From an optimization exercise on the open Yosys and OpenROAD flow, aimed at small area, a short achievable clock period and few clock cycles per item; shortcuts taken in it are not production practice.
The RTL was checked by simulation tests, not by an equivalence proof against the original design.

$ cat design/flow/config.mk
export PLATFORM = sky130hd
export DESIGN_NAME = numberAnalyzer
export DESIGN_NICKNAME = numberAnalyzer
export VERILOG_FILES = /design/flow/design.v
export SDC_FILE = /design/flow/constraint.sdc
export NUM_CORES = 4
export LEC_CHECK = 0
export CAP_MARGIN = 20
export CORE_MARGIN = 2
export CORE_UTILIZATION = 60
export PLACE_DENSITY = 0.75
export SLEW_MARGIN = 20
$ cat design/flow/constraint.sdc
create_clock -name core_clock -period 130.0 [get_ports {clk}]
set_input_delay 26.0000 -clock core_clock [delete_from_list [all_inputs] [get_ports {clk}]]
set_output_delay 26.0000 -clock core_clock [all_outputs]
set_load 0.01 [all_outputs]
$ cat design/flow/design.v
module isEvenNumber(
	output wire result,
	input wire lsb
);
	assign result = ~lsb;
endmodule
module isFibonacci(
	output wire result,
	input wire [31:0] number
);
	function fib_member(input [31:0] n);
		reg [33:0] a, b, t;
		integer i;
		begin
			fib_member = 1'b0;
			a = 34'd0;
			b = 34'd1;
			for (i = 0; i < 48; i = i + 1) begin
				if ({2'b00, n} == a)
					fib_member = 1'b1;
				t = a + b;
				a = b;
				b = t;
			end
		end
	endfunction
	assign result = fib_member(number);
endmodule
module qstep(input wire p, input wire [4:0] q, output wire [4:0] m, output wire c);
	assign m[0] = q[0] & ~p | q[2] & p;
	assign m[1] = q[0] & p | q[3] & ~p;
	assign m[2] = q[1] & ~p | q[3] & p;
	assign m[3] = q[1] & p | q[4] & ~p;
	assign m[4] = q[2] & ~p | q[4] & p;
	assign c = q[3] | q[4] | q[2] & p;
endmodule
module palFront(
	output wire [49:0] state,
	input wire [31:0] number
);
	wire [4:0] f1_m;
	wire f1_c;
	qstep f1(.p(1'b0), .q({1'b0, 1'b0, 1'b0, 1'b0, 1'b1}), .m(f1_m), .c(f1_c));
	wire [4:0] f2_m;
	wire f2_c;
	qstep f2(.p(number[31]), .q({1'b0, 1'b0, 1'b0, 1'b0, f1_m[0]}), .m(f2_m), .c(f2_c));
	wire [4:0] f3_m;
	wire f3_c;
	qstep f3(.p(number[30]), .q({1'b0, 1'b0, 1'b0, f2_m[1], f2_m[0]}), .m(f3_m), .c(f3_c));
	wire [4:0] f4_m;
	wire f4_c;
	qstep f4(.p(number[29]), .q({1'b0, f3_m[3], f3_m[2], f3_m[1], f3_m[0]}), .m(f4_m), .c(f4_c));
	wire [4:0] f5_m;
	wire f5_c;
	qstep f5(.p(1'b0), .q({1'b0, 1'b0, 1'b0, 1'b0, 1'b1}), .m(f5_m), .c(f5_c));
	wire [4:0] f6_m;
	wire f6_c;
	qstep f6(.p(number[28]), .q({f4_m[4], f4_m[3], f4_m[2], f4_m[1], f4_m[0]}), .m(f6_m), .c(f6_c));
	wire [4:0] f7_m;
	wire f7_c;
	qstep f7(.p(f4_c), .q({1'b0, 1'b0, 1'b0, 1'b0, f5_m[0]}), .m(f7_m), .c(f7_c));
	wire [4:0] f8_m;
	wire f8_c;
	qstep f8(.p(number[27]), .q({f6_m[4], f6_m[3], f6_m[2], f6_m[1], f6_m[0]}), .m(f8_m), .c(f8_c));
	wire [4:0] f9_m;
	wire f9_c;
	qstep f9(.p(f6_c), .q({1'b0, 1'b0, 1'b0, f7_m[1], f7_m[0]}), .m(f9_m), .c(f9_c));
	wire [4:0] f10_m;
	wire f10_c;
	qstep f10(.p(number[26]), .q({f8_m[4], f8_m[3], f8_m[2], f8_m[1], f8_m[0]}), .m(f10_m), .c(f10_c));
	wire [4:0] f11_m;
	wire f11_c;
	qstep f11(.p(f8_c), .q({1'b0, f9_m[3], f9_m[2], f9_m[1], f9_m[0]}), .m(f11_m), .c(f11_c));
	wire [4:0] f12_m;
	wire f12_c;
	qstep f12(.p(1'b0), .q({1'b0, 1'b0, 1'b0, 1'b0, 1'b1}), .m(f12_m), .c(f12_c));
	wire [4:0] f13_m;
	wire f13_c;
	qstep f13(.p(number[25]), .q({f10_m[4], f10_m[3], f10_m[2], f10_m[1], f10_m[0]}), .m(f13_m), .c(f13_c));
	wire [4:0] f14_m;
	wire f14_c;
	qstep f14(.p(f10_c), .q({f11_m[4], f11_m[3], f11_m[2], f11_m[1], f11_m[0]}), .m(f14_m), .c(f14_c));
	wire [4:0] f15_m;
	wire f15_c;
	qstep f15(.p(f11_c), .q({1'b0, 1'b0, 1'b0, 1'b0, f12_m[0]}), .m(f15_m), .c(f15_c));
	wire [4:0] f16_m;
	wire f16_c;
	qstep f16(.p(number[24]), .q({f13_m[4], f13_m[3], f13_m[2], f13_m[1], f13_m[0]}), .m(f16_m), .c(f16_c));
	wire [4:0] f17_m;
	wire f17_c;
	qstep f17(.p(f13_c), .q({f14_m[4], f14_m[3], f14_m[2], f14_m[1], f14_m[0]}), .m(f17_m), .c(f17_c));
	wire [4:0] f18_m;
	wire f18_c;
	qstep f18(.p(f14_c), .q({1'b0, 1'b0, 1'b0, f15_m[1], f15_m[0]}), .m(f18_m), .c(f18_c));
	wire [4:0] f19_m;
	wire f19_c;
	qstep f19(.p(number[23]), .q({f16_m[4], f16_m[3], f16_m[2], f16_m[1], f16_m[0]}), .m(f19_m), .c(f19_c));
	wire [4:0] f20_m;
	wire f20_c;
	qstep f20(.p(f16_c), .q({f17_m[4], f17_m[3], f17_m[2], f17_m[1], f17_m[0]}), .m(f20_m), .c(f20_c));
	wire [4:0] f21_m;
	wire f21_c;
	qstep f21(.p(f17_c), .q({1'b0, 1'b0, f18_m[2], f18_m[1], f18_m[0]}), .m(f21_m), .c(f21_c));
	wire [4:0] f22_m;
	wire f22_c;
	qstep f22(.p(1'b0), .q({1'b0, 1'b0, 1'b0, 1'b0, 1'b1}), .m(f22_m), .c(f22_c));
	wire [4:0] f23_m;
	wire f23_c;
	qstep f23(.p(number[22]), .q({f19_m[4], f19_m[3], f19_m[2], f19_m[1], f19_m[0]}), .m(f23_m), .c(f23_c));
	wire [4:0] f24_m;
	wire f24_c;
	qstep f24(.p(f19_c), .q({f20_m[4], f20_m[3], f20_m[2], f20_m[1], f20_m[0]}), .m(f24_m), .c(f24_c));
	wire [4:0] f25_m;
	wire f25_c;
	qstep f25(.p(f20_c), .q({f21_m[4], f21_m[3], f21_m[2], f21_m[1], f21_m[0]}), .m(f25_m), .c(f25_c));
	wire [4:0] f26_m;
	wire f26_c;
	qstep f26(.p(f21_c), .q({1'b0, 1'b0, 1'b0, 1'b0, f22_m[0]}), .m(f26_m), .c(f26_c));
	wire [4:0] f27_m;
	wire f27_c;
	qstep f27(.p(number[21]), .q({f23_m[4], f23_m[3], f23_m[2], f23_m[1], f23_m[0]}), .m(f27_m), .c(f27_c));
	wire [4:0] f28_m;
	wire f28_c;
	qstep f28(.p(f23_c), .q({f24_m[4], f24_m[3], f24_m[2], f24_m[1], f24_m[0]}), .m(f28_m), .c(f28_c));
	wire [4:0] f29_m;
	wire f29_c;
	qstep f29(.p(f24_c), .q({f25_m[4], f25_m[3], f25_m[2], f25_m[1], f25_m[0]}), .m(f29_m), .c(f29_c));
	wire [4:0] f30_m;
	wire f30_c;
	qstep f30(.p(f25_c), .q({1'b0, 1'b0, 1'b0, f26_m[1], f26_m[0]}), .m(f30_m), .c(f30_c));
	wire [4:0] f31_m;
	wire f31_c;
	qstep f31(.p(number[20]), .q({f27_m[4], f27_m[3], f27_m[2], f27_m[1], f27_m[0]}), .m(f31_m), .c(f31_c));
	wire [4:0] f32_m;
	wire f32_c;
	qstep f32(.p(f27_c), .q({f28_m[4], f28_m[3], f28_m[2], f28_m[1], f28_m[0]}), .m(f32_m), .c(f32_c));
	wire [4:0] f33_m;
	wire f33_c;
	qstep f33(.p(f28_c), .q({f29_m[4], f29_m[3], f29_m[2], f29_m[1], f29_m[0]}), .m(f33_m), .c(f33_c));
	wire [4:0] f34_m;
	wire f34_c;
	qstep f34(.p(f29_c), .q({1'b0, 1'b0, f30_m[2], f30_m[1], f30_m[0]}), .m(f34_m), .c(f34_c));
	wire [4:0] f35_m;
	wire f35_c;
	qstep f35(.p(number[19]), .q({f31_m[4], f31_m[3], f31_m[2], f31_m[1], f31_m[0]}), .m(f35_m), .c(f35_c));
	wire [4:0] f36_m;
	wire f36_c;
	qstep f36(.p(f31_c), .q({f32_m[4], f32_m[3], f32_m[2], f32_m[1], f32_m[0]}), .m(f36_m), .c(f36_c));
	wire [4:0] f37_m;
	wire f37_c;
	qstep f37(.p(f32_c), .q({f33_m[4], f33_m[3], f33_m[2], f33_m[1], f33_m[0]}), .m(f37_m), .c(f37_c));
	wire [4:0] f38_m;
	wire f38_c;
	qstep f38(.p(f33_c), .q({f34_m[4], f34_m[3], f34_m[2], f34_m[1], f34_m[0]}), .m(f38_m), .c(f38_c));
	wire [4:0] f39_m;
	wire f39_c;
	qstep f39(.p(1'b0), .q({1'b0, 1'b0, 1'b0, 1'b0, 1'b1}), .m(f39_m), .c(f39_c));
	wire [4:0] f40_m;
	wire f40_c;
	qstep f40(.p(number[18]), .q({f35_m[4], f35_m[3], f35_m[2], f35_m[1], f35_m[0]}), .m(f40_m), .c(f40_c));
	wire [4:0] f41_m;
	wire f41_c;
	qstep f41(.p(f35_c), .q({f36_m[4], f36_m[3], f36_m[2], f36_m[1], f36_m[0]}), .m(f41_m), .c(f41_c));
	wire [4:0] f42_m;
	wire f42_c;
	qstep f42(.p(f36_c), .q({f37_m[4], f37_m[3], f37_m[2], f37_m[1], f37_m[0]}), .m(f42_m), .c(f42_c));
	wire [4:0] f43_m;
	wire f43_c;
	qstep f43(.p(f37_c), .q({f38_m[4], f38_m[3], f38_m[2], f38_m[1], f38_m[0]}), .m(f43_m), .c(f43_c));
	wire [4:0] f44_m;
	wire f44_c;
	qstep f44(.p(f38_c), .q({1'b0, 1'b0, 1'b0, 1'b0, f39_m[0]}), .m(f44_m), .c(f44_c));
	wire [4:0] f45_m;
	wire f45_c;
	qstep f45(.p(number[17]), .q({f40_m[4], f40_m[3], f40_m[2], f40_m[1], f40_m[0]}), .m(f45_m), .c(f45_c));
	wire [4:0] f46_m;
	wire f46_c;
	qstep f46(.p(f40_c), .q({f41_m[4], f41_m[3], f41_m[2], f41_m[1], f41_m[0]}), .m(f46_m), .c(f46_c));
	wire [4:0] f47_m;
	wire f47_c;
	qstep f47(.p(f41_c), .q({f42_m[4], f42_m[3], f42_m[2], f42_m[1], f42_m[0]}), .m(f47_m), .c(f47_c));
	wire [4:0] f48_m;
	wire f48_c;
	qstep f48(.p(f42_c), .q({f43_m[4], f43_m[3], f43_m[2], f43_m[1], f43_m[0]}), .m(f48_m), .c(f48_c));
	wire [4:0] f49_m;
	wire f49_c;
	qstep f49(.p(f43_c), .q({1'b0, 1'b0, 1'b0, f44_m[1], f44_m[0]}), .m(f49_m), .c(f49_c));
	wire [4:0] f50_m;
	wire f50_c;
	qstep f50(.p(number[16]), .q({f45_m[4], f45_m[3], f45_m[2], f45_m[1], f45_m[0]}), .m(f50_m), .c(f50_c));
	wire [4:0] f51_m;
	wire f51_c;
	qstep f51(.p(f45_c), .q({f46_m[4], f46_m[3], f46_m[2], f46_m[1], f46_m[0]}), .m(f51_m), .c(f51_c));
	wire [4:0] f52_m;
	wire f52_c;
	qstep f52(.p(f46_c), .q({f47_m[4], f47_m[3], f47_m[2], f47_m[1], f47_m[0]}), .m(f52_m), .c(f52_c));
	wire [4:0] f53_m;
	wire f53_c;
	qstep f53(.p(f47_c), .q({f48_m[4], f48_m[3], f48_m[2], f48_m[1], f48_m[0]}), .m(f53_m), .c(f53_c));
	wire [4:0] f54_m;
	wire f54_c;
	qstep f54(.p(f48_c), .q({1'b0, f49_m[3], f49_m[2], f49_m[1], f49_m[0]}), .m(f54_m), .c(f54_c));
	wire [4:0] f55_m;
	wire f55_c;
	qstep f55(.p(1'b0), .q({1'b0, 1'b0, 1'b0, 1'b0, 1'b1}), .m(f55_m), .c(f55_c));
	wire [4:0] f56_m;
	wire f56_c;
	qstep f56(.p(number[15]), .q({f50_m[4], f50_m[3], f50_m[2], f50_m[1], f50_m[0]}), .m(f56_m), .c(f56_c));
	wire [4:0] f57_m;
	wire f57_c;
	qstep f57(.p(f50_c), .q({f51_m[4], f51_m[3], f51_m[2], f51_m[1], f51_m[0]}), .m(f57_m), .c(f57_c));
	wire [4:0] f58_m;
	wire f58_c;
	qstep f58(.p(f51_c), .q({f52_m[4], f52_m[3], f52_m[2], f52_m[1], f52_m[0]}), .m(f58_m), .c(f58_c));
	wire [4:0] f59_m;
	wire f59_c;
	qstep f59(.p(f52_c), .q({f53_m[4], f53_m[3], f53_m[2], f53_m[1], f53_m[0]}), .m(f59_m), .c(f59_c));
	wire [4:0] f60_m;
	wire f60_c;
	qstep f60(.p(f53_c), .q({f54_m[4], f54_m[3], f54_m[2], f54_m[1], f54_m[0]}), .m(f60_m), .c(f60_c));
	wire [4:0] f61_m;
	wire f61_c;
	qstep f61(.p(f54_c), .q({1'b0, 1'b0, 1'b0, 1'b0, f55_m[0]}), .m(f61_m), .c(f61_c));
	wire [4:0] f62_m;
	wire f62_c;
	qstep f62(.p(number[14]), .q({f56_m[4], f56_m[3], f56_m[2], f56_m[1], f56_m[0]}), .m(f62_m), .c(f62_c));
	wire [4:0] f63_m;
	wire f63_c;
	qstep f63(.p(f56_c), .q({f57_m[4], f57_m[3], f57_m[2], f57_m[1], f57_m[0]}), .m(f63_m), .c(f63_c));
	wire [4:0] f64_m;
	wire f64_c;
	qstep f64(.p(f57_c), .q({f58_m[4], f58_m[3], f58_m[2], f58_m[1], f58_m[0]}), .m(f64_m), .c(f64_c));
	wire [4:0] f65_m;
	wire f65_c;
	qstep f65(.p(f58_c), .q({f59_m[4], f59_m[3], f59_m[2], f59_m[1], f59_m[0]}), .m(f65_m), .c(f65_c));
	wire [4:0] f66_m;
	wire f66_c;
	qstep f66(.p(f59_c), .q({f60_m[4], f60_m[3], f60_m[2], f60_m[1], f60_m[0]}), .m(f66_m), .c(f66_c));
	wire [4:0] f67_m;
	wire f67_c;
	qstep f67(.p(f60_c), .q({1'b0, 1'b0, 1'b0, f61_m[1], f61_m[0]}), .m(f67_m), .c(f67_c));
	wire [4:0] f68_m;
	wire f68_c;
	qstep f68(.p(number[13]), .q({f62_m[4], f62_m[3], f62_m[2], f62_m[1], f62_m[0]}), .m(f68_m), .c(f68_c));
	wire [4:0] f69_m;
	wire f69_c;
	qstep f69(.p(f62_c), .q({f63_m[4], f63_m[3], f63_m[2], f63_m[1], f63_m[0]}), .m(f69_m), .c(f69_c));
	wire [4:0] f70_m;
	wire f70_c;
	qstep f70(.p(f63_c), .q({f64_m[4], f64_m[3], f64_m[2], f64_m[1], f64_m[0]}), .m(f70_m), .c(f70_c));
	wire [4:0] f71_m;
	wire f71_c;
	qstep f71(.p(f64_c), .q({f65_m[4], f65_m[3], f65_m[2], f65_m[1], f65_m[0]}), .m(f71_m), .c(f71_c));
	wire [4:0] f72_m;
	wire f72_c;
	qstep f72(.p(f65_c), .q({f66_m[4], f66_m[3], f66_m[2], f66_m[1], f66_m[0]}), .m(f72_m), .c(f72_c));
	wire [4:0] f73_m;
	wire f73_c;
	qstep f73(.p(f66_c), .q({1'b0, 1'b0, f67_m[2], f67_m[1], f67_m[0]}), .m(f73_m), .c(f73_c));
	wire [4:0] f74_m;
	wire f74_c;
	qstep f74(.p(1'b0), .q({1'b0, 1'b0, 1'b0, 1'b0, 1'b1}), .m(f74_m), .c(f74_c));
	wire [4:0] f75_m;
	wire f75_c;
	qstep f75(.p(number[12]), .q({f68_m[4], f68_m[3], f68_m[2], f68_m[1], f68_m[0]}), .m(f75_m), .c(f75_c));
	wire [4:0] f76_m;
	wire f76_c;
	qstep f76(.p(f68_c), .q({f69_m[4], f69_m[3], f69_m[2], f69_m[1], f69_m[0]}), .m(f76_m), .c(f76_c));
	wire [4:0] f77_m;
	wire f77_c;
	qstep f77(.p(f69_c), .q({f70_m[4], f70_m[3], f70_m[2], f70_m[1], f70_m[0]}), .m(f77_m), .c(f77_c));
	wire [4:0] f78_m;
	wire f78_c;
	qstep f78(.p(f70_c), .q({f71_m[4], f71_m[3], f71_m[2], f71_m[1], f71_m[0]}), .m(f78_m), .c(f78_c));
	wire [4:0] f79_m;
	wire f79_c;
	qstep f79(.p(f71_c), .q({f72_m[4], f72_m[3], f72_m[2], f72_m[1], f72_m[0]}), .m(f79_m), .c(f79_c));
	wire [4:0] f80_m;
	wire f80_c;
	qstep f80(.p(f72_c), .q({f73_m[4], f73_m[3], f73_m[2], f73_m[1], f73_m[0]}), .m(f80_m), .c(f80_c));
	wire [4:0] f81_m;
	wire f81_c;
	qstep f81(.p(f73_c), .q({1'b0, 1'b0, 1'b0, 1'b0, f74_m[0]}), .m(f81_m), .c(f81_c));
	assign state = {f81_m[1], f81_m[0], f80_c, f80_m[4], f80_m[3], f80_m[2], f80_m[1], f80_m[0], f79_c, f79_m[4], f79_m[3], f79_m[2], f79_m[1], f79_m[0], f78_c, f78_m[4], f78_m[3], f78_m[2], f78_m[1], f78_m[0], f77_c, f77_m[4], f77_m[3], f77_m[2], f77_m[1], f77_m[0], f76_c, f76_m[4], f76_m[3], f76_m[2], f76_m[1], f76_m[0], f75_c, f75_m[4], f75_m[3], f75_m[2], f75_m[1], f75_m[0], number[11], number[10], number[9], number[8], number[7], number[6], number[5], number[4], number[3], number[2], number[1], number[0]};
endmodule
module palBack(
	output wire result,
	input wire [49:0] state
);
	wire [4:0] b1_m;
	wire b1_c;
	qstep b1(.p(state[11]), .q({state[16], state[15], state[14], state[13], state[12]}), .m(b1_m), .c(b1_c));
	wire [4:0] b2_m;
	wire b2_c;
	qstep b2(.p(state[17]), .q({state[22], state[21], state[20], state[19], state[18]}), .m(b2_m), .c(b2_c));
	wire [4:0] b3_m;
	wire b3_c;
	qstep b3(.p(state[23]), .q({state[28], state[27], state[26], state[25], state[24]}), .m(b3_m), .c(b3_c));
	wire [4:0] b4_m;
	wire b4_c;
	qstep b4(.p(state[29]), .q({state[34], state[33], state[32], state[31], state[30]}), .m(b4_m), .c(b4_c));
	wire [4:0] b5_m;
	wire b5_c;
	qstep b5(.p(state[35]), .q({state[40], state[39], state[38], state[37], state[36]}), .m(b5_m), .c(b5_c));
	wire [4:0] b6_m;
	wire b6_c;
	qstep b6(.p(state[41]), .q({state[46], state[45], state[44], state[43], state[42]}), .m(b6_m), .c(b6_c));
	wire [4:0] b7_m;
	wire b7_c;
	qstep b7(.p(state[47]), .q({1'b0, 1'b0, 1'b0, state[49], state[48]}), .m(b7_m), .c(b7_c));
	wire [4:0] b8_m;
	wire b8_c;
	qstep b8(.p(state[10]), .q({b1_m[4], b1_m[3], b1_m[2], b1_m[1], b1_m[0]}), .m(b8_m), .c(b8_c));
	wire [4:0] b9_m;
	wire b9_c;
	qstep b9(.p(b1_c), .q({b2_m[4], b2_m[3], b2_m[2], b2_m[1], b2_m[0]}), .m(b9_m), .c(b9_c));
	wire [4:0] b10_m;
	wire b10_c;
	qstep b10(.p(b2_c), .q({b3_m[4], b3_m[3], b3_m[2], b3_m[1], b3_m[0]}), .m(b10_m), .c(b10_c));
	wire [4:0] b11_m;
	wire b11_c;
	qstep b11(.p(b3_c), .q({b4_m[4], b4_m[3], b4_m[2], b4_m[1], b4_m[0]}), .m(b11_m), .c(b11_c));
	wire [4:0] b12_m;
	wire b12_c;
	qstep b12(.p(b4_c), .q({b5_m[4], b5_m[3], b5_m[2], b5_m[1], b5_m[0]}), .m(b12_m), .c(b12_c));
	wire [4:0] b13_m;
	wire b13_c;
	qstep b13(.p(b5_c), .q({b6_m[4], b6_m[3], b6_m[2], b6_m[1], b6_m[0]}), .m(b13_m), .c(b13_c));
	wire [4:0] b14_m;
	wire b14_c;
	qstep b14(.p(b6_c), .q({1'b0, 1'b0, b7_m[2], b7_m[1], b7_m[0]}), .m(b14_m), .c(b14_c));
	wire [4:0] b15_m;
	wire b15_c;
	qstep b15(.p(state[9]), .q({b8_m[4], b8_m[3], b8_m[2], b8_m[1], b8_m[0]}), .m(b15_m), .c(b15_c));
	wire [4:0] b16_m;
	wire b16_c;
	qstep b16(.p(b8_c), .q({b9_m[4], b9_m[3], b9_m[2], b9_m[1], b9_m[0]}), .m(b16_m), .c(b16_c));
	wire [4:0] b17_m;
	wire b17_c;
	qstep b17(.p(b9_c), .q({b10_m[4], b10_m[3], b10_m[2], b10_m[1], b10_m[0]}), .m(b17_m), .c(b17_c));
	wire [4:0] b18_m;
	wire b18_c;
	qstep b18(.p(b10_c), .q({b11_m[4], b11_m[3], b11_m[2], b11_m[1], b11_m[0]}), .m(b18_m), .c(b18_c));
	wire [4:0] b19_m;
	wire b19_c;
	qstep b19(.p(b11_c), .q({b12_m[4], b12_m[3], b12_m[2], b12_m[1], b12_m[0]}), .m(b19_m), .c(b19_c));
	wire [4:0] b20_m;
	wire b20_c;
	qstep b20(.p(b12_c), .q({b13_m[4], b13_m[3], b13_m[2], b13_m[1], b13_m[0]}), .m(b20_m), .c(b20_c));
	wire [4:0] b21_m;
	wire b21_c;
	qstep b21(.p(b13_c), .q({b14_m[4], b14_m[3], b14_m[2], b14_m[1], b14_m[0]}), .m(b21_m), .c(b21_c));
	wire [4:0] b22_m;
	wire b22_c;
	qstep b22(.p(1'b0), .q({1'b0, 1'b0, 1'b0, 1'b0, 1'b1}), .m(b22_m), .c(b22_c));
	wire [4:0] b23_m;
	wire b23_c;
	qstep b23(.p(state[8]), .q({b15_m[4], b15_m[3], b15_m[2], b15_m[1], b15_m[0]}), .m(b23_m), .c(b23_c));
	wire [4:0] b24_m;
	wire b24_c;
	qstep b24(.p(b15_c), .q({b16_m[4], b16_m[3], b16_m[2], b16_m[1], b16_m[0]}), .m(b24_m), .c(b24_c));
	wire [4:0] b25_m;
	wire b25_c;
	qstep b25(.p(b16_c), .q({b17_m[4], b17_m[3], b17_m[2], b17_m[1], b17_m[0]}), .m(b25_m), .c(b25_c));
	wire [4:0] b26_m;
	wire b26_c;
	qstep b26(.p(b17_c), .q({b18_m[4], b18_m[3], b18_m[2], b18_m[1], b18_m[0]}), .m(b26_m), .c(b26_c));
	wire [4:0] b27_m;
	wire b27_c;
	qstep b27(.p(b18_c), .q({b19_m[4], b19_m[3], b19_m[2], b19_m[1], b19_m[0]}), .m(b27_m), .c(b27_c));
	wire [4:0] b28_m;
	wire b28_c;
	qstep b28(.p(b19_c), .q({b20_m[4], b20_m[3], b20_m[2], b20_m[1], b20_m[0]}), .m(b28_m), .c(b28_c));
	wire [4:0] b29_m;
	wire b29_c;
	qstep b29(.p(b20_c), .q({b21_m[4], b21_m[3], b21_m[2], b21_m[1], b21_m[0]}), .m(b29_m), .c(b29_c));
	wire [4:0] b30_m;
	wire b30_c;
	qstep b30(.p(b21_c), .q({1'b0, 1'b0, 1'b0, 1'b0, b22_m[0]}), .m(b30_m), .c(b30_c));
	wire [4:0] b31_m;
	wire b31_c;
	qstep b31(.p(state[7]), .q({b23_m[4], b23_m[3], b23_m[2], b23_m[1], b23_m[0]}), .m(b31_m), .c(b31_c));
	wire [4:0] b32_m;
	wire b32_c;
	qstep b32(.p(b23_c), .q({b24_m[4], b24_m[3], b24_m[2], b24_m[1], b24_m[0]}), .m(b32_m), .c(b32_c));
	wire [4:0] b33_m;
	wire b33_c;
	qstep b33(.p(b24_c), .q({b25_m[4], b25_m[3], b25_m[2], b25_m[1], b25_m[0]}), .m(b33_m), .c(b33_c));
	wire [4:0] b34_m;
	wire b34_c;
	qstep b34(.p(b25_c), .q({b26_m[4], b26_m[3], b26_m[2], b26_m[1], b26_m[0]}), .m(b34_m), .c(b34_c));
	wire [4:0] b35_m;
	wire b35_c;
	qstep b35(.p(b26_c), .q({b27_m[4], b27_m[3], b27_m[2], b27_m[1], b27_m[0]}), .m(b35_m), .c(b35_c));
	wire [4:0] b36_m;
	wire b36_c;
	qstep b36(.p(b27_c), .q({b28_m[4], b28_m[3], b28_m[2], b28_m[1], b28_m[0]}), .m(b36_m), .c(b36_c));
	wire [4:0] b37_m;
	wire b37_c;
	qstep b37(.p(b28_c), .q({b29_m[4], b29_m[3], b29_m[2], b29_m[1], b29_m[0]}), .m(b37_m), .c(b37_c));
	wire [4:0] b38_m;
	wire b38_c;
	qstep b38(.p(b29_c), .q({1'b0, 1'b0, 1'b0, b30_m[1], b30_m[0]}), .m(b38_m), .c(b38_c));
	wire [4:0] b39_m;
	wire b39_c;
	qstep b39(.p(state[6]), .q({b31_m[4], b31_m[3], b31_m[2], b31_m[1], b31_m[0]}), .m(b39_m), .c(b39_c));
	wire [4:0] b40_m;
	wire b40_c;
	qstep b40(.p(b31_c), .q({b32_m[4], b32_m[3], b32_m[2], b32_m[1], b32_m[0]}), .m(b40_m), .c(b40_c));
	wire [4:0] b41_m;
	wire b41_c;
	qstep b41(.p(b32_c), .q({b33_m[4], b33_m[3], b33_m[2], b33_m[1], b33_m[0]}), .m(b41_m), .c(b41_c));
	wire [4:0] b42_m;
	wire b42_c;
	qstep b42(.p(b33_c), .q({b34_m[4], b34_m[3], b34_m[2], b34_m[1], b34_m[0]}), .m(b42_m), .c(b42_c));
	wire [4:0] b43_m;
	wire b43_c;
	qstep b43(.p(b34_c), .q({b35_m[4], b35_m[3], b35_m[2], b35_m[1], b35_m[0]}), .m(b43_m), .c(b43_c));
	wire [4:0] b44_m;
	wire b44_c;
	qstep b44(.p(b35_c), .q({b36_m[4], b36_m[3], b36_m[2], b36_m[1], b36_m[0]}), .m(b44_m), .c(b44_c));
	wire [4:0] b45_m;
	wire b45_c;
	qstep b45(.p(b36_c), .q({b37_m[4], b37_m[3], b37_m[2], b37_m[1], b37_m[0]}), .m(b45_m), .c(b45_c));
	wire [4:0] b46_m;
	wire b46_c;
	qstep b46(.p(b37_c), .q({1'b0, b38_m[3], b38_m[2], b38_m[1], b38_m[0]}), .m(b46_m), .c(b46_c));
	wire [4:0] b47_m;
	wire b47_c;
	qstep b47(.p(1'b0), .q({1'b0, 1'b0, 1'b0, 1'b0, 1'b1}), .m(b47_m), .c(b47_c));
	wire [4:0] b48_m;
	wire b48_c;
	qstep b48(.p(state[5]), .q({b39_m[4], b39_m[3], b39_m[2], b39_m[1], b39_m[0]}), .m(b48_m), .c(b48_c));
	wire [4:0] b49_m;
	wire b49_c;
	qstep b49(.p(b39_c), .q({b40_m[4], b40_m[3], b40_m[2], b40_m[1], b40_m[0]}), .m(b49_m), .c(b49_c));
	wire [4:0] b50_m;
	wire b50_c;
	qstep b50(.p(b40_c), .q({b41_m[4], b41_m[3], b41_m[2], b41_m[1], b41_m[0]}), .m(b50_m), .c(b50_c));
	wire [4:0] b51_m;
	wire b51_c;
	qstep b51(.p(b41_c), .q({b42_m[4], b42_m[3], b42_m[2], b42_m[1], b42_m[0]}), .m(b51_m), .c(b51_c));
	wire [4:0] b52_m;
	wire b52_c;
	qstep b52(.p(b42_c), .q({b43_m[4], b43_m[3], b43_m[2], b43_m[1], b43_m[0]}), .m(b52_m), .c(b52_c));
	wire [4:0] b53_m;
	wire b53_c;
	qstep b53(.p(b43_c), .q({b44_m[4], b44_m[3], b44_m[2], b44_m[1], b44_m[0]}), .m(b53_m), .c(b53_c));
	wire [4:0] b54_m;
	wire b54_c;
	qstep b54(.p(b44_c), .q({b45_m[4], b45_m[3], b45_m[2], b45_m[1], b45_m[0]}), .m(b54_m), .c(b54_c));
	wire [4:0] b55_m;
	wire b55_c;
	qstep b55(.p(b45_c), .q({b46_m[4], b46_m[3], b46_m[2], b46_m[1], b46_m[0]}), .m(b55_m), .c(b55_c));
	wire [4:0] b56_m;
	wire b56_c;
	qstep b56(.p(b46_c), .q({1'b0, 1'b0, 1'b0, 1'b0, b47_m[0]}), .m(b56_m), .c(b56_c));
	wire [4:0] b57_m;
	wire b57_c;
	qstep b57(.p(state[4]), .q({b48_m[4], b48_m[3], b48_m[2], b48_m[1], b48_m[0]}), .m(b57_m), .c(b57_c));
	wire [4:0] b58_m;
	wire b58_c;
	qstep b58(.p(b48_c), .q({b49_m[4], b49_m[3], b49_m[2], b49_m[1], b49_m[0]}), .m(b58_m), .c(b58_c));
	wire [4:0] b59_m;
	wire b59_c;
	qstep b59(.p(b49_c), .q({b50_m[4], b50_m[3], b50_m[2], b50_m[1], b50_m[0]}), .m(b59_m), .c(b59_c));
	wire [4:0] b60_m;
	wire b60_c;
	qstep b60(.p(b50_c), .q({b51_m[4], b51_m[3], b51_m[2], b51_m[1], b51_m[0]}), .m(b60_m), .c(b60_c));
	wire [4:0] b61_m;
	wire b61_c;
	qstep b61(.p(b51_c), .q({b52_m[4], b52_m[3], b52_m[2], b52_m[1], b52_m[0]}), .m(b61_m), .c(b61_c));
	wire [4:0] b62_m;
	wire b62_c;
	qstep b62(.p(b52_c), .q({b53_m[4], b53_m[3], b53_m[2], b53_m[1], b53_m[0]}), .m(b62_m), .c(b62_c));
	wire [4:0] b63_m;
	wire b63_c;
	qstep b63(.p(b53_c), .q({b54_m[4], b54_m[3], b54_m[2], b54_m[1], b54_m[0]}), .m(b63_m), .c(b63_c));
	wire [4:0] b64_m;
	wire b64_c;
	qstep b64(.p(b54_c), .q({b55_m[4], b55_m[3], b55_m[2], b55_m[1], b55_m[0]}), .m(b64_m), .c(b64_c));
	wire [4:0] b65_m;
	wire b65_c;
	qstep b65(.p(b55_c), .q({1'b0, 1'b0, 1'b0, b56_m[1], b56_m[0]}), .m(b65_m), .c(b65_c));
	wire [4:0] b66_m;
	wire b66_c;
	qstep b66(.p(state[3]), .q({b57_m[4], b57_m[3], b57_m[2], b57_m[1], b57_m[0]}), .m(b66_m), .c(b66_c));
	wire [4:0] b67_m;
	wire b67_c;
	qstep b67(.p(b57_c), .q({b58_m[4], b58_m[3], b58_m[2], b58_m[1], b58_m[0]}), .m(b67_m), .c(b67_c));
	wire [4:0] b68_m;
	wire b68_c;
	qstep b68(.p(b58_c), .q({b59_m[4], b59_m[3], b59_m[2], b59_m[1], b59_m[0]}), .m(b68_m), .c(b68_c));
	wire [4:0] b69_m;
	wire b69_c;
	qstep b69(.p(b59_c), .q({b60_m[4], b60_m[3], b60_m[2], b60_m[1], b60_m[0]}), .m(b69_m), .c(b69_c));
	wire [4:0] b70_m;
	wire b70_c;
	qstep b70(.p(b60_c), .q({b61_m[4], b61_m[3], b61_m[2], b61_m[1], b61_m[0]}), .m(b70_m), .c(b70_c));
	wire [4:0] b71_m;
	wire b71_c;
	qstep b71(.p(b61_c), .q({b62_m[4], b62_m[3], b62_m[2], b62_m[1], b62_m[0]}), .m(b71_m), .c(b71_c));
	wire [4:0] b72_m;
	wire b72_c;
	qstep b72(.p(b62_c), .q({b63_m[4], b63_m[3], b63_m[2], b63_m[1], b63_m[0]}), .m(b72_m), .c(b72_c));
	wire [4:0] b73_m;
	wire b73_c;
	qstep b73(.p(b63_c), .q({b64_m[4], b64_m[3], b64_m[2], b64_m[1], b64_m[0]}), .m(b73_m), .c(b73_c));
	wire [4:0] b74_m;
	wire b74_c;
	qstep b74(.p(b64_c), .q({1'b0, 1'b0, b65_m[2], b65_m[1], b65_m[0]}), .m(b74_m), .c(b74_c));
	wire [4:0] b75_m;
	wire b75_c;
	qstep b75(.p(1'b0), .q({1'b0, 1'b0, 1'b0, 1'b0, 1'b1}), .m(b75_m), .c(b75_c));
	wire [4:0] b76_m;
	wire b76_c;
	qstep b76(.p(state[2]), .q({b66_m[4], b66_m[3], b66_m[2], b66_m[1], b66_m[0]}), .m(b76_m), .c(b76_c));
	wire [4:0] b77_m;
	wire b77_c;
	qstep b77(.p(b66_c), .q({b67_m[4], b67_m[3], b67_m[2], b67_m[1], b67_m[0]}), .m(b77_m), .c(b77_c));
	wire [4:0] b78_m;
	wire b78_c;
	qstep b78(.p(b67_c), .q({b68_m[4], b68_m[3], b68_m[2], b68_m[1], b68_m[0]}), .m(b78_m), .c(b78_c));
	wire [4:0] b79_m;
	wire b79_c;
	qstep b79(.p(b68_c), .q({b69_m[4], b69_m[3], b69_m[2], b69_m[1], b69_m[0]}), .m(b79_m), .c(b79_c));
	wire [4:0] b80_m;
	wire b80_c;
	qstep b80(.p(b69_c), .q({b70_m[4], b70_m[3], b70_m[2], b70_m[1], b70_m[0]}), .m(b80_m), .c(b80_c));
	wire [4:0] b81_m;
	wire b81_c;
	qstep b81(.p(b70_c), .q({b71_m[4], b71_m[3], b71_m[2], b71_m[1], b71_m[0]}), .m(b81_m), .c(b81_c));
	wire [4:0] b82_m;
	wire b82_c;
	qstep b82(.p(b71_c), .q({b72_m[4], b72_m[3], b72_m[2], b72_m[1], b72_m[0]}), .m(b82_m), .c(b82_c));
	wire [4:0] b83_m;
	wire b83_c;
	qstep b83(.p(b72_c), .q({b73_m[4], b73_m[3], b73_m[2], b73_m[1], b73_m[0]}), .m(b83_m), .c(b83_c));
	wire [4:0] b84_m;
	wire b84_c;
	qstep b84(.p(b73_c), .q({b74_m[4], b74_m[3], b74_m[2], b74_m[1], b74_m[0]}), .m(b84_m), .c(b84_c));
	wire [4:0] b85_m;
	wire b85_c;
	qstep b85(.p(b74_c), .q({1'b0, 1'b0, 1'b0, 1'b0, b75_m[0]}), .m(b85_m), .c(b85_c));
	wire [4:0] b86_m;
	wire b86_c;
	qstep b86(.p(state[1]), .q({b76_m[4], b76_m[3], b76_m[2], b76_m[1], b76_m[0]}), .m(b86_m), .c(b86_c));
	wire [4:0] b87_m;
	wire b87_c;
	qstep b87(.p(b76_c), .q({b77_m[4], b77_m[3], b77_m[2], b77_m[1], b77_m[0]}), .m(b87_m), .c(b87_c));
	wire [4:0] b88_m;
	wire b88_c;
	qstep b88(.p(b77_c), .q({b78_m[4], b78_m[3], b78_m[2], b78_m[1], b78_m[0]}), .m(b88_m), .c(b88_c));
	wire [4:0] b89_m;
	wire b89_c;
	qstep b89(.p(b78_c), .q({b79_m[4], b79_m[3], b79_m[2], b79_m[1], b79_m[0]}), .m(b89_m), .c(b89_c));
	wire [4:0] b90_m;
	wire b90_c;
	qstep b90(.p(b79_c), .q({b80_m[4], b80_m[3], b80_m[2], b80_m[1], b80_m[0]}), .m(b90_m), .c(b90_c));
	wire [4:0] b91_m;
	wire b91_c;
	qstep b91(.p(b80_c), .q({b81_m[4], b81_m[3], b81_m[2], b81_m[1], b81_m[0]}), .m(b91_m), .c(b91_c));
	wire [4:0] b92_m;
	wire b92_c;
	qstep b92(.p(b81_c), .q({b82_m[4], b82_m[3], b82_m[2], b82_m[1], b82_m[0]}), .m(b92_m), .c(b92_c));
	wire [4:0] b93_m;
	wire b93_c;
	qstep b93(.p(b82_c), .q({b83_m[4], b83_m[3], b83_m[2], b83_m[1], b83_m[0]}), .m(b93_m), .c(b93_c));
	wire [4:0] b94_m;
	wire b94_c;
	qstep b94(.p(b83_c), .q({b84_m[4], b84_m[3], b84_m[2], b84_m[1], b84_m[0]}), .m(b94_m), .c(b94_c));
	wire [4:0] b95_m;
	wire b95_c;
	qstep b95(.p(b84_c), .q({1'b0, 1'b0, 1'b0, b85_m[1], b85_m[0]}), .m(b95_m), .c(b95_c));
	wire [9:0] z;
	assign z[0] = ~state[0] & b86_m[0];
	assign z[1] = ~b86_c & b87_m[0];
	assign z[2] = ~b87_c & b88_m[0];
	assign z[3] = ~b88_c & b89_m[0];
	assign z[4] = ~b89_c & b90_m[0];
	assign z[5] = ~b90_c & b91_m[0];
	assign z[6] = ~b91_c & b92_m[0];
	assign z[7] = ~b92_c & b93_m[0];
	assign z[8] = ~b93_c & b94_m[0];
	assign z[9] = ~b94_c & b95_m[0];
	wire [10:2] s;
	assign s[2] = ((state[0] ~^ b86_c) & (b86_m[0] & b87_m[0] | b86_m[1] & b87_m[1] | b86_m[2] & b87_m[2] | b86_m[3] & b87_m[3] | b86_m[4] & b87_m[4]));
	assign s[3] = ((state[0] ~^ b87_c) & (b86_m[0] & b88_m[0] | b86_m[1] & b88_m[1] | b86_m[2] & b88_m[2] | b86_m[3] & b88_m[3] | b86_m[4] & b88_m[4]));
	assign s[4] = ((state[0] ~^ b88_c) & (b86_m[0] & b89_m[0] | b86_m[1] & b89_m[1] | b86_m[2] & b89_m[2] | b86_m[3] & b89_m[3] | b86_m[4] & b89_m[4])) & ((b86_c ~^ b87_c) & (b87_m[0] & b88_m[0] | b87_m[1] & b88_m[1] | b87_m[2] & b88_m[2] | b87_m[3] & b88_m[3] | b87_m[4] & b88_m[4]));
	assign s[5] = ((state[0] ~^ b89_c) & (b86_m[0] & b90_m[0] | b86_m[1] & b90_m[1] | b86_m[2] & b90_m[2] | b86_m[3] & b90_m[3] | b86_m[4] & b90_m[4])) & ((b86_c ~^ b88_c) & (b87_m[0] & b89_m[0] | b87_m[1] & b89_m[1] | b87_m[2] & b89_m[2] | b87_m[3] & b89_m[3] | b87_m[4] & b89_m[4]));
	assign s[6] = ((state[0] ~^ b90_c) & (b86_m[0] & b91_m[0] | b86_m[1] & b91_m[1] | b86_m[2] & b91_m[2] | b86_m[3] & b91_m[3] | b86_m[4] & b91_m[4])) & ((b86_c ~^ b89_c) & (b87_m[0] & b90_m[0] | b87_m[1] & b90_m[1] | b87_m[2] & b90_m[2] | b87_m[3] & b90_m[3] | b87_m[4] & b90_m[4])) & ((b87_c ~^ b88_c) & (b88_m[0] & b89_m[0] | b88_m[1] & b89_m[1] | b88_m[2] & b89_m[2] | b88_m[3] & b89_m[3] | b88_m[4] & b89_m[4]));
	assign s[7] = ((state[0] ~^ b91_c) & (b86_m[0] & b92_m[0] | b86_m[1] & b92_m[1] | b86_m[2] & b92_m[2] | b86_m[3] & b92_m[3] | b86_m[4] & b92_m[4])) & ((b86_c ~^ b90_c) & (b87_m[0] & b91_m[0] | b87_m[1] & b91_m[1] | b87_m[2] & b91_m[2] | b87_m[3] & b91_m[3] | b87_m[4] & b91_m[4])) & ((b87_c ~^ b89_c) & (b88_m[0] & b90_m[0] | b88_m[1] & b90_m[1] | b88_m[2] & b90_m[2] | b88_m[3] & b90_m[3] | b88_m[4] & b90_m[4]));
	assign s[8] = ((state[0] ~^ b92_c) & (b86_m[0] & b93_m[0] | b86_m[1] & b93_m[1] | b86_m[2] & b93_m[2] | b86_m[3] & b93_m[3] | b86_m[4] & b93_m[4])) & ((b86_c ~^ b91_c) & (b87_m[0] & b92_m[0] | b87_m[1] & b92_m[1] | b87_m[2] & b92_m[2] | b87_m[3] & b92_m[3] | b87_m[4] & b92_m[4])) & ((b87_c ~^ b90_c) & (b88_m[0] & b91_m[0] | b88_m[1] & b91_m[1] | b88_m[2] & b91_m[2] | b88_m[3] & b91_m[3] | b88_m[4] & b91_m[4])) & ((b88_c ~^ b89_c) & (b89_m[0] & b90_m[0] | b89_m[1] & b90_m[1] | b89_m[2] & b90_m[2] | b89_m[3] & b90_m[3] | b89_m[4] & b90_m[4]));
	assign s[9] = ((state[0] ~^ b93_c) & (b86_m[0] & b94_m[0] | b86_m[1] & b94_m[1] | b86_m[2] & b94_m[2] | b86_m[3] & b94_m[3] | b86_m[4] & b94_m[4])) & ((b86_c ~^ b92_c) & (b87_m[0] & b93_m[0] | b87_m[1] & b93_m[1] | b87_m[2] & b93_m[2] | b87_m[3] & b93_m[3] | b87_m[4] & b93_m[4])) & ((b87_c ~^ b91_c) & (b88_m[0] & b92_m[0] | b88_m[1] & b92_m[1] | b88_m[2] & b92_m[2] | b88_m[3] & b92_m[3] | b88_m[4] & b92_m[4])) & ((b88_c ~^ b90_c) & (b89_m[0] & b91_m[0] | b89_m[1] & b91_m[1] | b89_m[2] & b91_m[2] | b89_m[3] & b91_m[3] | b89_m[4] & b91_m[4]));
	assign s[10] = ((state[0] ~^ b94_c) & (b86_m[0] & b95_m[0] | b86_m[1] & b95_m[1] | b86_m[2] & b95_m[2])) & ((b86_c ~^ b93_c) & (b87_m[0] & b94_m[0] | b87_m[1] & b94_m[1] | b87_m[2] & b94_m[2] | b87_m[3] & b94_m[3] | b87_m[4] & b94_m[4])) & ((b87_c ~^ b92_c) & (b88_m[0] & b93_m[0] | b88_m[1] & b93_m[1] | b88_m[2] & b93_m[2] | b88_m[3] & b93_m[3] | b88_m[4] & b93_m[4])) & ((b88_c ~^ b91_c) & (b89_m[0] & b92_m[0] | b89_m[1] & b92_m[1] | b89_m[2] & b92_m[2] | b89_m[3] & b92_m[3] | b89_m[4] & b92_m[4])) & ((b89_c ~^ b90_c) & (b90_m[0] & b91_m[0] | b90_m[1] & b91_m[1] | b90_m[2] & b91_m[2] | b90_m[3] & b91_m[3] | b90_m[4] & b91_m[4]));
	function pal(input [9:0] z, input [10:2] s);
		integer k;
		begin
			pal = 1'b1;
			for (k = 2; k <= 10; k = k + 1)
				if (!z[k - 1])
					pal = s[k];
		end
	endfunction
	assign result = pal(z, s);
endmodule
module numberAnalyzer(isEven, isFibonacci, isPalindrome, stuckStateEven, stuckStateFibonacci, stuckStatePalindrome, inp, reset, go_i, clk);
	output isEven;
	output isFibonacci;
	output isPalindrome;
	output[1:0] stuckStateEven;
	output[3:0] stuckStateFibonacci;
	output[3:0] stuckStatePalindrome;
	input[31:0] inp;
	input reset;
	input go_i;
	input clk;
	wire fib_w;
	wire [49:0] pal_w;
	isFibonacci ifn(fib_w, inp);
	palFront pf(pal_w, inp);
	reg done;
	reg fib_r;
	reg [49:0] pal_s;
	always @(posedge clk) begin
		done <= ~reset & ~done & go_i;
		fib_r <= fib_w;
		pal_s <= pal_w;
	end
	wire even_r, pal_r;
	isEvenNumber ien(even_r, pal_s[0]);
	palBack pb(pal_r, pal_s);
	assign isEven = done & even_r;
	assign isFibonacci = done & fib_r;
	assign isPalindrome = done & pal_r;
	assign stuckStateEven = {done, done & ~even_r};
	assign stuckStateFibonacci = {done & ~fib_r, {3{done & fib_r}}};
	assign stuckStatePalindrome = {done & pal_r, {2{done & ~pal_r}}, done & pal_r};
endmodule
$ cat design/flow/flow/run.sh
#!/bin/bash
# Own layout flow: the standard synthesis with an area-oriented ABC script
# (a copy of ORFS's scripts whose ABC script is flow/area.abc; every other
# synthesis step, and so every register and its name, is as standard), then the
# combinational logic is mapped once more with flow/remap.abc (flip-flops kept
# as they are: same instances, names and cells), then the standard layout
# from that netlist with 1x port buffers and a setup repair margin.  Each tool's
# output goes to a log of its own here.
set -euo pipefail
W=$PWD
F=$W/flow
P=${FLOW_PLATFORM:-sky130hd}
R=$W/orfs/results/$P/numberAnalyzer/base
LOGS=$W/orfs/logs/$P/numberAnalyzer/base
YOSYS=${YOSYS_EXE:-$FLOW_HOME/../tools/install/yosys/bin/yosys}
[[ -x $YOSYS ]] || YOSYS=yosys

# 1. standard synthesis, ABC script replaced
rm -rf $W/scripts_area
cp -r $FLOW_HOME/scripts $W/scripts_area
cp $F/area.abc $W/scripts_area/abc_speed.script
cp $F/area.abc $W/scripts_area/abc_area.script
bash standard.sh SCRIPTS_DIR=$W/scripts_area synth > $W/flow_synth.log 2>&1

# 2. re-map the combinational logic
cp $R/1_2_yosys.v $W/synth_1_2_yosys.v
printf 'set_driving_cell sky130_fd_sc_hd__buf_1\nset_load 5\n' > $W/remap.constr
export REMAP_IN=$W/synth_1_2_yosys.v
export REMAP_OUT=$W/remap_1_2_yosys.v
export REMAP_LIB=$FLOW_HOME/platforms/$P/lib/sky130_fd_sc_hd__tt_025C_1v80.lib
export REMAP_ABC=$F/remap.abc
export REMAP_CONSTR=$W/remap.constr
export REMAP_TOP=$FLOW_TOP
export REMAP_DONTUSE="$(grep -o -- '-dont_use [^ ]*' $LOGS/1_2_yosys.log | sed 's/-dont_use //' | sort -u | tr '\n' ' ')"
$YOSYS -c $F/remap.tcl > $W/flow_remap.log 2>&1
cp $REMAP_OUT $R/1_2_yosys.v
rm -f $R/1_synth.odb $R/1_synth.sdc

# 3. standard layout from the re-mapped netlist
bash standard.sh BUFFER_PORTS_ARGS="-buffer_cell sky130_fd_sc_hd__buf_1" SETUP_SLACK_MARGIN=90 > $W/flow_layout.log 2>&1
$ cat design/flow/flow/area.abc
strash
dc2
dch -f
amap -m
topo
stime -c
$ cat design/flow/flow/remap.abc
strash
&get -n
&dch -f
&if -K 4 -a
&mfs
&st
&put
dch -f
amap -m
topo
stime -c
$ cat design/flow/flow/remap.tcl
# Re-map the combinational logic of a synthesized netlist with an area-oriented ABC script.
# Flip-flop instances are kept as they are (same names and cell types).
# env: REMAP_IN, REMAP_OUT, REMAP_LIB, REMAP_ABC (script), REMAP_DONTUSE (list), REMAP_TOP
yosys -import
set lib $::env(REMAP_LIB)
read_liberty -ignore_miss_func $lib
# sequential cells stay as instances
read_verilog -defer $::env(REMAP_IN)
hierarchy -top $::env(REMAP_TOP)
setattr -mod -set keep_hierarchy 1 {=t:$_*FF*} %m
flatten
opt_clean -purge
set du {}
foreach c $::env(REMAP_DONTUSE) { lappend du -dont_use $c }
abc -script $::env(REMAP_ABC) -liberty $lib {*}$du -constr $::env(REMAP_CONSTR)
opt_clean -purge
setundef -zero
splitnets
opt_clean -purge
# nets named after the flattened cells' pins
yosys rename -hide w:*.*
hilomap -singleton -hicell sky130_fd_sc_hd__conb_1 HI -locell sky130_fd_sc_hd__conb_1 LO
insbuf -buf sky130_fd_sc_hd__buf_4 A X
opt_clean -purge
select -module $::env(REMAP_TOP)
tee -o $::env(REMAP_OUT).stat stat -liberty $lib
write_verilog -noattr -nohex -nodec -selected $::env(REMAP_OUT)
$ cat design/flow/standard.sh
#!/bin/bash
# synth_recipe.tcl (not shown) runs the flow's synth.tcl, then flattens the netlist and writes it again
# the make line also repeats each setting of config.mk as NAME=value (left out here)
make -C /OpenROAD-flow-scripts/flow DESIGN_CONFIG=/design/flow/config.mk WORK_HOME=/design/flow/orfs CLKGATE_MAP_FILE= SYNTH_SCRIPT=/design/flow/synth_recipe.tcl "${@:-finish}"
==> key figures, run 1 <==
Critical path
  – Crit path required time: 104.00 ns
  – Worst EP arrival: 8.37 ns
  – Max incr delay on CP: 0.60 ns
  – Slowest cell on the critical path: nor3_1
  – Worst setup path category: reg2out
  – Critical path startpoint category: flop
  – Nature of the critical path endpoint: output port
  – Crit path top cell by count: o22ai_1
  – Worst Path Max Fanout: 7

Clock network
  – Num Clock Sinks: 52
  – CTS tree: yes
  – Hold Buf Count CTS: 0
  – CTS clk-pin slew, worst paths: 0.07 ns
  – PostCTS Resize Cnt: 0
  – Clock buffer depth: 2
  – TritonCTS Buffers: 5
  – Post-CTS setup buffers: 0
  – Clock network latency to the later pin of the worst-skew pair: 0.30 ns
  – H-Tree Depth: 2
  – Root Driver: clkbuf_16

GRT
  – Grt total ovfl: 0
  – Vias in the first global route: 11,760
  – Largest net degree at the start of global routing: 19
  – Global-route wire length before repair: 52,280 um
  – Initial antenna violation count: 1
  – GR Util All Layers: 0.3428

Final layout
  – Final net count: 1,742
  – Area Growth Syn to Fin: 5.616%
  – Share of layout cells above drive strength 1: 0.005269
  – Fillcell total: 1,514

Timing
  – Tcrit/Tclk final: 0.2644
  – Clk_skew: 0 ns
  – Max-slew violations: 0
  – Hold_ws: 0.6174 ns
  – Tmin final: 34.37 ns
  – Endpoints failing hold: 0
  – RSZ-0062 raised after global routing: false
  – Relative slew slack: 0.2121
  – Max frequency: 29.09 MHz
  – Final setup fails: 0
  – Worst Max-Slew Pin Slew: 1.169 ns
  – Setup TNS: 0 ns

Synthesis
  – Syn Area/Cell: 5.976 sq um
  – Syn nets: 1,694
  – Post-Syn Area: 0.009915 sq mm
  – YS warnings: 3
  – Cells after Synth: 1,659

Placement
  – HPWL after detailed placement: 25,870 um
  – Port buffer count: 47
  – GPL Wtd Cong: 1.012

Min path
  – Hold WC Path Type: reg2reg

Floorplanning
  – Initial core utilization: 0.6196
  – FP Rows: 46
  – Num ports: 48
  – Placeable Area: 0.01600 sq mm
  – DIE AREA: 0.01757 sq mm
  – Die H: 132.5 um
  – Die W: 132.5 um

Routing
  – Routed WL: 32,180 um
  – First-pass detailed-route iteration total: 7
  – Final routed DRC violation total: 0
  – Total vias in the final route: 13,880
  – Final ANT Viol Nets: 0
  – Wire per inst: 16.72 um
  – Via/cell ratio: 7.210
  – Starting DRT DRC Count: 1,323

Run
  – Max cap viols: 0

Outcome
  – Status: no timing/DRC/antenna violations
## layout make-up
class | instances | area (sq um) | share of cell area
Tap cell | 216 | 270.3 | 0.02581
Inverter | 205 | 769.5 | 0.07349
Multi-Input combinational cell | 1395 | 8051 | 0.7689
Clock buffer | 5 | 125.1 | 0.01195
Timing Repair Buffer | 48 | 183.9 | 0.01756
Sequential cell | 52 | 1041 | 0.09941
Clock inverter | 3 | 27.53 | 0.002629
Antenna cell | 1 | 2.502 | 0.0002390
## critical path: cells and delay by family, from the launching register on
| kind | cells | cell delay (ns) |
|---|---|---|
| AOI/OAI and AO/OA | 15 | 3.49 |
| and+or+nand+nor | 12 | 3.13 |
| buffers and inverters | 5 | 1.03 |
| DFF | 1 | 0.42 |
## path summary, 6_finish.rpt
check                     from                 endpoint  slack [ns]  depth (start not counted)
max          pal_s[11]$_DFF_P_  stuckStatePalindrome[0]       95.63                         32
min               done$_DFF_P_             done$_DFF_P_        0.62                          3
max reg2reg       done$_DFF_P_             done$_DFF_P_      129.22                          3
min reg2reg       done$_DFF_P_             done$_DFF_P_        0.62                          3
## stage by stage
stage	instance area [sq um]	util	setup slack (ns)	std cells
finish	10470	0.6544	95.63	1925
global route	10470	0.6544	94.70	1925
CTS	10470	0.6543	95.68	1924
detailed placement	10320	0.6447	96.01	1916
global placement	10320	0.6447	96.37	1916
floorplan	9915	-	97.11	1659
## sequential cells by signal, summed over array words and instances, names as in the netlist
signal,flops
done,1
fib_r,1
pal_s,50
## cells in the final DEF, fill, tap and decap left out, drive strengths merged, types with 17 or more instances in the layout
| master | n |
|---|---|
| nor2 | 199 |
| nand4 | 41 |
| a21oi | 64 |
| nor4 | 18 |
| clkinv | 206 |
| nor3 | 81 |
| a211oi | 27 |
| a22oi | 28 |
| nor2b | 32 |
| nand3 | 26 |
| o21ai | 49 |
| o221ai | 17 |
| o22a | 22 |
| dfxtp | 52 |
| o22ai | 569 |
| nand2 | 95 |
| buf | 48 |
| o211ai | 40 |
## layer usage
metal  up-vias  track usage  share of wire
li1       6962            -              -
met1      6171       0.4297           0.42
met2       631       0.5884           0.45
met3       115      0.06667          0.087
met4         0       0.1147          0.034
met5         -            0              0
Testbench counts, summed over its fixed seeds: cycles 4,800, items 2,400.
==> run 2, diff against run 1 <==
--- a/design/flow/config.mk
+++ b/design/flow/config.mk
@@ -9,4 +9,7 @@
 export CORE_MARGIN = 2
 export CORE_UTILIZATION = 60
+export CTS_BUF_LIST = sky130_fd_sc_hd__clkbuf_8
+export CTS_CLUSTER_DIAMETER = 200
+export CTS_CLUSTER_SIZE = 50
 export PLACE_DENSITY = 0.75
 export SLEW_MARGIN = 20
==> run 2 against run 1 <==
Critical endpoint unchanged. Worst setup slack lost 0.060 ns. Sequential share of layout area grew 0.054 points. Still clean. Cell count is the same. Global-route usage fell by 0.13 points. Synthesized cell count unchanged. Register-to-register slack about the same. Clock skew did not move. Sequential cell count unchanged. Critical path depth is 6 lower. Final area down 0.54%. Wire length fell by 0.21%. Non-clock buffer count stayed put.
==> key figures, run 2 <==
Outcome
  – Status: no timing/DRC/antenna violations

GRT
  – Largest net degree at the start of global routing: 19 (unchanged)
  – GR Util All Layers: 0.3415 (-0.001289)
  – Grt total ovfl: 0 (unchanged)
  – Global-route wire length before repair: 52,140 um (-0.26%)
  – Vias in the first global route: 11,770 (+0.034%)
  – Initial antenna violation count: 1 (unchanged)

Clock network
  – Clock network latency to the later pin of the worst-skew pair: 0.32 ns (+0.02 ns)
  – CTS clk-pin slew, worst paths: 0.10 ns (+0.03 ns)
  – H-Tree Depth: 2 (unchanged)
  – PostCTS Resize Cnt: 0 (unchanged)
  – Root Driver: clkbuf_8
  – CTS tree: yes
  – Hold Buf Count CTS: 0 (unchanged)
  – Clock buffer depth: 2 (unchanged)
  – Num Clock Sinks: 52 (unchanged)
  – TritonCTS Buffers: 5 (unchanged)
  – Post-CTS setup buffers: 0 (unchanged)

Timing
  – Worst Max-Slew Pin Slew: 1.141 ns (-0.02846 ns)
  – Hold_ws: 0.6244 ns (+0.006963 ns)
  – Tcrit/Tclk final: 0.2649 (+0.0004592)
  – RSZ-0062 raised after global routing: false
  – Final Worst Setup Slack: 95.57 ns (-0.05970 ns)
  – Setup TNS: 0 ns (unchanged)
  – Max frequency: 29.04 MHz (-0.17%)
  – Final setup fails: 0 (unchanged)
  – Max-slew violations: 0 (unchanged)
  – Relative slew slack: 0.2313 (+0.01917)
  – Clk_skew: 0 ns (unchanged)
  – Endpoints failing hold: 0 (unchanged)
  – Tmin final: 34.43 ns (+0.05970 ns)

Final layout
  – Largest Register: pal_s
  – Share of layout cells above drive strength 1: 0.005269 (unchanged)
  – Area Growth Syn to Fin: 5.048%
  – Most common cell after layout, fill and taps aside: o22ai_1
  – Final net count: 1,742 (unchanged)
  – Top flop regs: pal_s x50, done x1, fib_r x1
  – Number of flip-flops in the largest register: 50 (unchanged)
  – Non-Filler Instances: 1,925 (unchanged)
  – Most frequent cells in the layout: o22ai_1 (569), clkinv_1 (205), nor2_1 (199)

Critical path
  – Slowest cell on the critical path: a211oi_1
  – Critical path startpoint category: flop
  – Worst EP arrival: 8.43 ns (+0.06 ns)
  – Crit path top cell by count: o22ai_1
  – Nature of the critical path endpoint: output port
  – Crit path required time: 104.00 ns (about the same)
  – Max incr delay on CP: 0.70 ns (+0.10 ns)
  – Worst setup path category: reg2out
  – Worst Path Max Fanout: 7 (unchanged)

Synthesis
  – Syn Area/Cell: 5.976 sq um (unchanged)
  – Syn nets: 1,694 (unchanged)
  – Cells after Synth: 1,659 (unchanged)
  – YS warnings: 3 (unchanged)
  – Post-Syn Area: 0.009915 sq mm (unchanged)

Floorplanning
  – Die W: 132.5 um (unchanged)
  – FP Rows: 46 (unchanged)
  – Num ports: 48 (unchanged)
  – Placeable Area: 0.01600 sq mm (unchanged)
  – Initial core utilization: 0.6196 (unchanged)
  – Die H: 132.5 um (unchanged)
  – DIE AREA: 0.01757 sq mm (unchanged)

Placement
  – Placed cells: 1,916 (unchanged)
  – Dpl ws: 96.01 ns (unchanged)
  – Port buffer count: 47 (unchanged)
  – HPWL after detailed placement: 25,870 um (unchanged)
  – GPL Wtd Cong: 1.012 (unchanged)

Routing
  – Total vias in the final route: 13,840 (-0.28%)
  – Wire per inst: 16.68 um (-0.21%)
  – Met1 WL: 13,540 um (-0.82%)
  – Met2 wire len: 14,660 um (+0.23%)
  – Via/cell ratio: 7.190 (-0.28%)
  – First-pass detailed-route iteration total: 7 (unchanged)
  – Met3 Wirelength: 2833 um (+1.5%)
  – Routed WL: 32,110 um (-0.21%)
  – Max layer used: met4
  – Final ANT Viol Nets: 0 (unchanged)
  – Final routed DRC violation total: 0 (unchanged)
  – Starting DRT DRC Count: 1,291 (-2.4%)

Run
  – Max cap viols: 0 (unchanged)

Min path
  – Hold WC Path Type: reg2reg
## run 2: layout make-up
type / instances / area [sq um]
clock buffers: 5 / 68.82
repair buffers: 48 / 183.9
multi-input cells: 1395 / 8051
fillers: 1525 / 5585
inverters: 205 / 769.5
flip-flops and latches: 52 / 1041
clock inverters: 3 / 27.53
well taps: 216 / 270.3
diodes: 1 / 2.502
## run 2: critical path, delay by kind of cell, from the launching register on
kind	cells	cell delay [ns]
AOI/OAI and AO/OA	13	4.39
DFF	1	0.37
buffers and inverters	5	1.28
and+or+nand+nor	8	2.06
## run 2: worst paths after layout
| kind | slack (ns) | from | depth (start not counted) | endpoint |
|---|---|---|---|---|
| worst max-delay path | 95.57 | pal_s[11]$_DFF_P_ | 26 | stuckStatePalindrome[0] |
| worst min-delay path | 0.62 | done$_DFF_P_ | 3 | done$_DFF_P_ |
| worst max register to register | 129.22 | done$_DFF_P_ | 3 | done$_DFF_P_ |
| worst min register to register | 0.62 | done$_DFF_P_ | 3 | done$_DFF_P_ |
## run 2: metal layers
layer  up-vias  global-route usage
li1       6956                   -
met1      6124              0.4283
met2       649              0.5858
met3       111             0.06628
met4         0              0.1147
met5         -                   0
## run 2: metrics by stage
stage | area [sq um] | utilization
detailed placement | 10320 | 0.6447
finish | 10420 | 0.6509
global route | 10420 | 0.6509
floorplan | 9915 | -
global placement | 10320 | 0.6447
CTS | 10410 | 0.6508
==> run 3, diff against run 2 <==
--- a/design/flow/config.mk
+++ b/design/flow/config.mk
@@ -10,6 +10,4 @@
 export CORE_UTILIZATION = 60
 export CTS_BUF_LIST = sky130_fd_sc_hd__clkbuf_8
-export CTS_CLUSTER_DIAMETER = 200
-export CTS_CLUSTER_SIZE = 50
 export PLACE_DENSITY = 0.75
 export SLEW_MARGIN = 20
==> run 3 against run 2 <==
Clock skew is the same. Worst setup slack did not move. Wire length unchanged. Critical endpoint unchanged. Still clean. First-iteration DRC count is the same. Register-to-register slack about the same. Cell count stayed put. Via count did not move. Non-clock buffer count did not move. Highest routed layer unchanged.
==> key figures, run 3 <==
Clock network
  – Num Clock Sinks: 52 (unchanged)
  – H-Tree Depth: 2 (unchanged)
  – Clock network latency to the later pin of the worst-skew pair: 0.32 ns (about the same)
  – Hold Buf Count CTS: 0 (unchanged)
  – TritonCTS Buffers: 5 (unchanged)
  – Clock buffer depth: 2 (unchanged)
  – PostCTS Resize Cnt: 0 (unchanged)
  – Post-CTS setup buffers: 0 (unchanged)
  – CTS clk-pin slew, worst paths: 0.10 ns (about the same)
  – CTS tree: yes
  – Root Driver: clkbuf_8

Floorplanning
  – Initial core utilization: 0.6196 (unchanged)
  – Die H: 132.5 um (unchanged)
  – Num ports: 48 (unchanged)
  – Placeable Area: 0.01600 sq mm (unchanged)
  – FP Rows: 46 (unchanged)
  – Die W: 132.5 um (unchanged)
  – DIE AREA: 0.01757 sq mm (unchanged)

Synthesis
  – Syn nets: 1,694 (unchanged)
  – Post-Syn Area: 0.009915 sq mm (unchanged)
  – YS warnings: 3 (unchanged)
  – Syn Area/Cell: 5.976 sq um (unchanged)
  – Cells after Synth: 1,659 (unchanged)

Routing
  – First-pass detailed-route iteration total: 7 (unchanged)
  – Via/cell ratio: 7.190 (unchanged)
  – Total vias in the final route: 13,840 (unchanged)
  – Final routed DRC violation total: 0 (unchanged)
  – Routed WL: 32,110 um (unchanged)
  – Final ANT Viol Nets: 0 (unchanged)
  – Starting DRT DRC Count: 1,291 (unchanged)
  – Wire per inst: 16.68 um (unchanged)

Final layout
  – Number of flip-flops in the largest register: 50 (unchanged)
  – Top flop regs: pal_s x50, done x1, fib_r x1
  – Most frequent cells in the layout: o22ai_1 (569), clkinv_1 (205), nor2_1 (199)
  – Final net count: 1,742 (unchanged)
  – Largest Register: pal_s
  – Share of layout cells above drive strength 1: 0.005269 (unchanged)
  – Fillcell total: 1,525 (unchanged)
  – Most common cell after layout, fill and taps aside: o22ai_1
  – Area Growth Syn to Fin: 5.048% (unchanged)

Timing
  – Tmin final: 34.43 ns (unchanged)
  – Endpoints failing hold: 0 (unchanged)
  – Relative slew slack: 0.2313 (unchanged)
  – Tcrit/Tclk final: 0.2649 (unchanged)
  – Setup TNS: 0 ns (unchanged)
  – RSZ-0062 raised after global routing: false
  – Clk_skew: 0 ns (unchanged)
  – Final setup fails: 0 (unchanged)
  – Final Worst Setup Slack: 95.57 ns (unchanged)
  – Max-slew violations: 0 (unchanged)
  – Max frequency: 29.04 MHz (unchanged)
  – Worst Max-Slew Pin Slew: 1.141 ns (unchanged)

GRT
  – GR Util All Layers: 0.3415 (unchanged)
  – Largest net degree at the start of global routing: 19 (unchanged)
  – Grt total ovfl: 0 (unchanged)
  – Vias in the first global route: 11,770 (unchanged)
  – Global-route wire length before repair: 52,140 um (unchanged)
  – Initial antenna violation count: 1 (unchanged)

Placement
  – HPWL after detailed placement: 25,870 um (unchanged)
  – GPL Wtd Cong: 1.012 (unchanged)
  – Port buffer count: 47 (unchanged)
  – Dpl ws: 96.01 ns (unchanged)

Run
  – Max cap viols: 0 (unchanged)

Critical path
  – Buf/Inv on CP: 5 (unchanged)
  – Crit path top cell by count: o22ai_1
  – Max incr delay on CP: 0.70 ns (about the same)
  – Worst EP arrival: 8.43 ns (about the same)
  – Worst setup path category: reg2out
  – Nature of the critical path endpoint: output port
  – CP top delay family: compound AO/OA/AOI/OAI gates
  – Worst Path Max Fanout: 7 (unchanged)
  – Critical path startpoint category: flop
  – Crit path required time: 104.00 ns (about the same)
  – Slowest cell on the critical path: a211oi_1

Min path
  – Hold WC Path Type: reg2reg

Outcome
  – Status: no timing/DRC/antenna violations
-- run 3: worst min-delay path: cells and delay by family, from the launching register on --
kind | cells | cell delay (ns)
flip-flops | 1 | 0.33
AND/OR/NAND/NOR | 2 | 0.14
buffers and inverters | 1 | 0.13
-- run 3: per-stage QoR --
stage	cell area, sq um	hold slack (ns)	std cells	utilization
2_1_floorplan	9915	0.5384	1659	-
3_3_place_gp	10320	0.5976	1916	0.6447
3_5_place_dp	10320	0.6061	1916	0.6447
4_1_cts	10410	0.6299	1924	0.6508
5_1_grt	10420	0.6626	1925	0.6509
6_report	10420	0.6244	1925	0.6509
-- run 3: final timing paths --
path | start | slack (ns) | cells past startpoint | endpoint
setup / recovery | pal_s[11]$_DFF_P_ | 95.57 | 26 | stuckStatePalindrome[0]
hold / removal | done$_DFF_P_ | 0.62 | 3 | done$_DFF_P_
setup reg to reg | done$_DFF_P_ | 129.22 | 3 | done$_DFF_P_
hold reg to reg | done$_DFF_P_ | 0.62 | 3 | done$_DFF_P_
-- run 3: cell type report --
class / count / area, sq um / share of cell area
multi-input cells: 1395 / 8051 / 0.7731
flip-flops and latches: 52 / 1041 / 0.09995
inverters: 205 / 769.5 / 0.07388
well taps: 216 / 270.3 / 0.02595
repair buffers: 48 / 183.9 / 0.01766
clock buffers: 5 / 68.82 / 0.006607
clock inverters: 3 / 27.53 / 0.002643
diodes: 1 / 2.502 / 0.0002403
-- run 3: routing by layer --
metal / wire (um) / GRT usage / share of wire
met1: 13540 / 0.4283 / 0.42
met4: 1070 / 0.1147 / 0.033
met3: 2833 / 0.06628 / 0.088
met5: 0 / 0 / 0
met2: 14660 / 0.5858 / 0.46

[static timing again, ports no longer ideal]
The flow's constraints put no driver on any port. The routed layouts listed below were extracted and timed again, unchanged, in two steps. Step 1 sets driving cells, clkbuf_16 on the clock port and buf_2 on the other inputs (assumed; they add their load-dependent delay and slew). Step 2 times the ports against the registers' clock, not the clock port: input delays grow and output delays shrink by t, the midpoint of the rising clock arrivals with the driver on. Slacks: no drivers / after step 1 / after step 2; pairs: no drivers / after step 1.
run | t (ns) | setup slack, ns | latest minus earliest clock arrival (ns)
run 1 | 0.342 | 95.627 / 95.583 / 95.705 | 0.005 / 0.005
run 2 | 0.357 | 95.567 / 95.528 / 95.763 | 0.005 / 0.004
run 3 | 0.357 | 95.567 / 95.528 / 95.763 | 0.005 / 0.004
After both steps every run listed still meets setup and hold.
